From an optimization exercise on the open Yosys and OpenROAD flow, aimed at small area; shortcuts taken in it are not production practice. The RTL was checked by simulation tests, not by an equivalence proof against the original design.

==> job 2410: inputs <==
Design neural_compressor_top, start of the top module:
module neural_compressor_top
(
    input  logic        clk,
    input  logic        rst_n,
    input  logic [DATA_WIDTH-1:0]   s_axis_tdata,
    input  logic                    s_axis_tvalid,
    output logic                    s_axis_tready,
    input  logic                    s_axis_tlast,
    output logic [DATA_WIDTH-1:0]   m_axis_tdata,
    output logic [1:0]              m_axis_tuser,   
    output logic                    m_axis_tvalid,
    input  logic                    m_axis_tready,
    output logic                    m_axis_tlast,
    input  logic [DATA_WIDTH-1:0]   cfg_threshold,
    input  logic                    cfg_enable,
    output neural_compressor_pkg::compress_stats_t         stats,
    output logic [15:0]             spike_count
);
    logic [DATA_WIDTH-1:0] filtered_data;
    logic filtered_valid;
    logic spike_detected;
    logic detected_valid;
    logic [DATA_WIDTH-1:0] delta;
    logic taken;
    fixed_point_filter u_filter (
        .clk        (clk),
        .rst_n      (rst_n),
        .data_in    (s_axis_tdata),
        .valid_in   (s_axis_tvalid && cfg_enable),
        .ready_out  (s_axis_tready),
        .data_out   (filtered_data),
        .valid_out  (filtered_valid),
        .ready_in   (m_axis_tready),
        .taken      (taken),
        .delta_out  (delta)
    );
    spike_detector u_detector (
        .clk            (clk),
        .rst_n          (rst_n),
        .data_in        (filtered_data),
        .valid_in       (filtered_valid),
        .spike_detected (spike_detected),
        .valid_out      (detected_valid),
        .ready_in       (m_axis_tready),
        .threshold      (cfg_threshold),
        .spike_count    (spike_count)
    );
    delta_compressor u_compressor (
        .clk            (clk),
        .rst_n          (rst_n),
        .data_in        (filtered_data),
  ...
==> module spike_detector, before the edit <==
module spike_detector
(
    input  logic                    clk,
    input  logic                    rst_n,
    input  logic [DATA_WIDTH-1:0]   data_in,
    input  logic                    valid_in,
    output logic                    spike_detected,
    output logic                    valid_out,
    input  logic                    ready_in,
    input  logic [DATA_WIDTH-1:0]   threshold,
    output logic [15:0]             spike_count
);
    logic [4:0] cnt;
    logic       window_full;
    logic       spike_flag;
    wire take = valid_in & ready_in;
    wire        neg = data_in[DATA_WIDTH-1];
    wire [31:0] mag = data_in ^ {32{neg}};
    logic [32:0] cmp;
    assign cmp[0] = neg;
    for (genvar i = 0; i < 32; i++) begin : g_cmp
        assign cmp[i+1] = (mag[i] & ~threshold[i]) | (cmp[i] & (mag[i] | ~threshold[i]));
    end
    wire threshold_exceeded = cmp[32];
    wire refractory = window_full & (cnt[3:0] != 4'd0);
    wire detect = window_full & (cnt[3:0] == 4'd0) & threshold_exceeded;
    wire inc = take & ~window_full;
    wire dec = take & refractory;
    wire hit = take & detect;
    always_ff @(posedge clk or negedge rst_n) begin
        if (!rst_n) begin
            cnt <= '0;
            window_full <= '0;
            spike_count <= '0;
            spike_flag <= '0;
            spike_detected <= '0;
            valid_out <= '0;
        end else begin
            valid_out <= take | (valid_out & valid_in & ~ready_in);
            spike_flag <= hit;
            if (take) spike_detected <= spike_flag;
            window_full <= window_full | (inc & (cnt == 5'd31));
            cnt <= hit ? 5'd8 : cnt + {{4{dec}}, dec | inc};
            spike_count <= spike_count + {15'd0, hit};
        end
    end
endmodule
Settings: LEC_CHECK=0, CAP_MARGIN=20, CORE_MARGIN=2, CORE_UTILIZATION=80, SLEW_MARGIN=20; clock period 120.0 ns.
standard.sh (not shown) runs the stock make flow with config.mk's settings and CLKGATE_MAP_FILE= SYNTH_SCRIPT=/design/flow/synth_recipe.tcl, a recipe that flattens the netlist after the stock synthesis.
==> flow/flow/run.sh <==
#!/bin/bash
# Layout flow: the standard ORFS flow (standard.sh: standard synthesis,
# floorplan, placement, CTS, routing), with two changes:
#  - the I/O port buffers are the smallest buffer cell;
#  - the clock tree uses large leaf clusters of clkbuf_16 (clkbuf_8 above
#    them) and no dummy loads.
# ORFS keeps each step's full log under orfs/logs/; make's own output, and the
# final DEF export's, goes to make_flow.log here.
set -euo pipefail
export BUFFER_PORTS_ARGS="-buffer_cell sky130_fd_sc_hd__buf_1"
export CTS_ARGS="-sink_clustering_enable -repair_clock_nets -buf_list sky130_fd_sc_hd__clkbuf_16 -root_buf sky130_fd_sc_hd__clkbuf_8 -tree_buf sky130_fd_sc_hd__clkbuf_8 -sink_clustering_size 26 -sink_clustering_max_diameter 85 -dont_use_dummy_load"
bash standard.sh > make_flow.log 2>&1
==> inputs of job 8469, as changes to job 2410 <==
--- a/flow/design.v
+++ b/flow/design.v
@@ -570,5 +570,2 @@
     wire detect = window_full & (cnt[3:0] == 4'd0) & threshold_exceeded;
-    wire inc = take & ~window_full;
-    wire dec = take & refractory;
-    wire hit = take & detect;
     always_ff @(posedge clk or negedge rst_n) begin
@@ -583,7 +580,15 @@
             valid_out <= take | (valid_out & valid_in & ~ready_in);
-            spike_flag <= hit;
-            if (take) spike_detected <= spike_flag;
-            window_full <= window_full | (inc & (cnt == 5'd31));
-            cnt <= hit ? 5'd8 : cnt + {{4{dec}}, dec | inc};
-            spike_count <= spike_count + {15'd0, hit};
+            spike_flag <= take & detect;
+            if (take) begin
+                spike_detected <= spike_flag;
+                if (!window_full) begin
+                    cnt <= cnt + 5'd1;
+                    window_full <= (cnt == 5'd31);
+                end else if (refractory) begin
+                    cnt <= cnt - 5'd1;
+                end else if (detect) begin
+                    cnt <= 5'd8;
+                end
+                if (detect) spike_count <= spike_count + 16'd1;
+            end
         end
==> flow/flow/run.sh (replaced) <==
#!/bin/bash
set -euo pipefail
export BUFFER_PORTS_ARGS="-buffer_cell sky130_fd_sc_hd__buf_1"
export CTS_ARGS="-sink_clustering_enable -repair_clock_nets -buf_list sky130_fd_sc_hd__clkbuf_16 -root_buf sky130_fd_sc_hd__clkbuf_8 -tree_buf sky130_fd_sc_hd__clkbuf_8 -sink_clustering_size 24 -sink_clustering_max_diameter 80 -dont_use_dummy_load"
bash standard.sh > make_flow.log 2>&1
==> notes <==
- Job 8469 went through all stages and came out clean. Job 2410 completed without violations.
- Of job 8469 and job 2410, job 2410 has the higher routed wire length (gap about 0.7%, measured against job 2410).
- Against job 8469, the cell area of job 2410 is lower by 0.45%.
- Global-route usage: job 8469 is lower than job 2410 (0.17 points).
- In job 8469 the synthesized cell count is higher than in job 2410, by 2.2%.
- Between job 2410 and job 8469, the lower hold slack is in job 8469 (gap 1.7 ps).
- Of job 2410 and job 8469, job 8469 has the higher die area (gap 0.51%, measured against job 8469).
==> figures <==
Final Net Count: job 8469 1767; job 2410 1747
Post-detailed-placement half-perimeter wirelength: job 8469 27600 um; job 2410 27400 um
Mux contribution to synthesized area: job 8469 0.687%; job 2410 0.565%
Met3 layer usage reported by global route: job 8469 5.36%; job 2410 5.27%
Worst hold slack across all endpoints: job 8469 420 ps; job 2410 422 ps
Arrival time reported for the critical path endpoint: job 8469 30050 ps; job 2410 30130 ps
Result of the run: job 8469 complete, no violations; job 2410 complete, no violations
Starting density of the core: job 8469 82.1%; job 2410 81.9%
Share of the yosys chip area belonging to registers: job 8469 58.9%; job 2410 59.2%
FF-to-FF setup slack: job 8469 111630 ps; job 2410 111560 ps
Die height: job 8469 154 um; job 2410 154 um
Worst path setup slack after routing: job 8469 90330 ps; job 2410 90250 ps
First-pass GRT wire length: job 8469 60100 um; job 2410 60100 um

==> port drivers added, routing unchanged <==
No port has a modelled driver above. Below, the same layouts with a new extraction and two added sets of constraints.
Step 1: set_driving_cell puts a clkbuf_16 on clk and a buf_2 on each other input, an assumption about the parent block.
Step 2 times the ports against the registers' clock, not the clock port: input delays grow and output delays shrink by t, the midpoint of the rising clock arrivals with the driver on.
a / b / c = ideal / step 1 / step 2; a / b = the first two.
| run | shift t [ns] | slack for setup (ns) | worst setup path after step 2 | clock arrival spread, ns | pins driven straight from the clock port |
|---|---|---|---|---|---|
| job 2410 | 0.645 | 90.250 / 90.267 / 89.623 | input to register | 0.024 / 0.025 | 1 |
| job 8469 | 0.631 | 90.331 / 90.349 / 89.718 | input to register | 0.048 / 0.048 | 1 |
After both steps every run listed still meets setup and hold. For job 2410, which loses most, drivers alone change the setup slack by +0.017 ns; drivers and shift together by -0.627 ns.
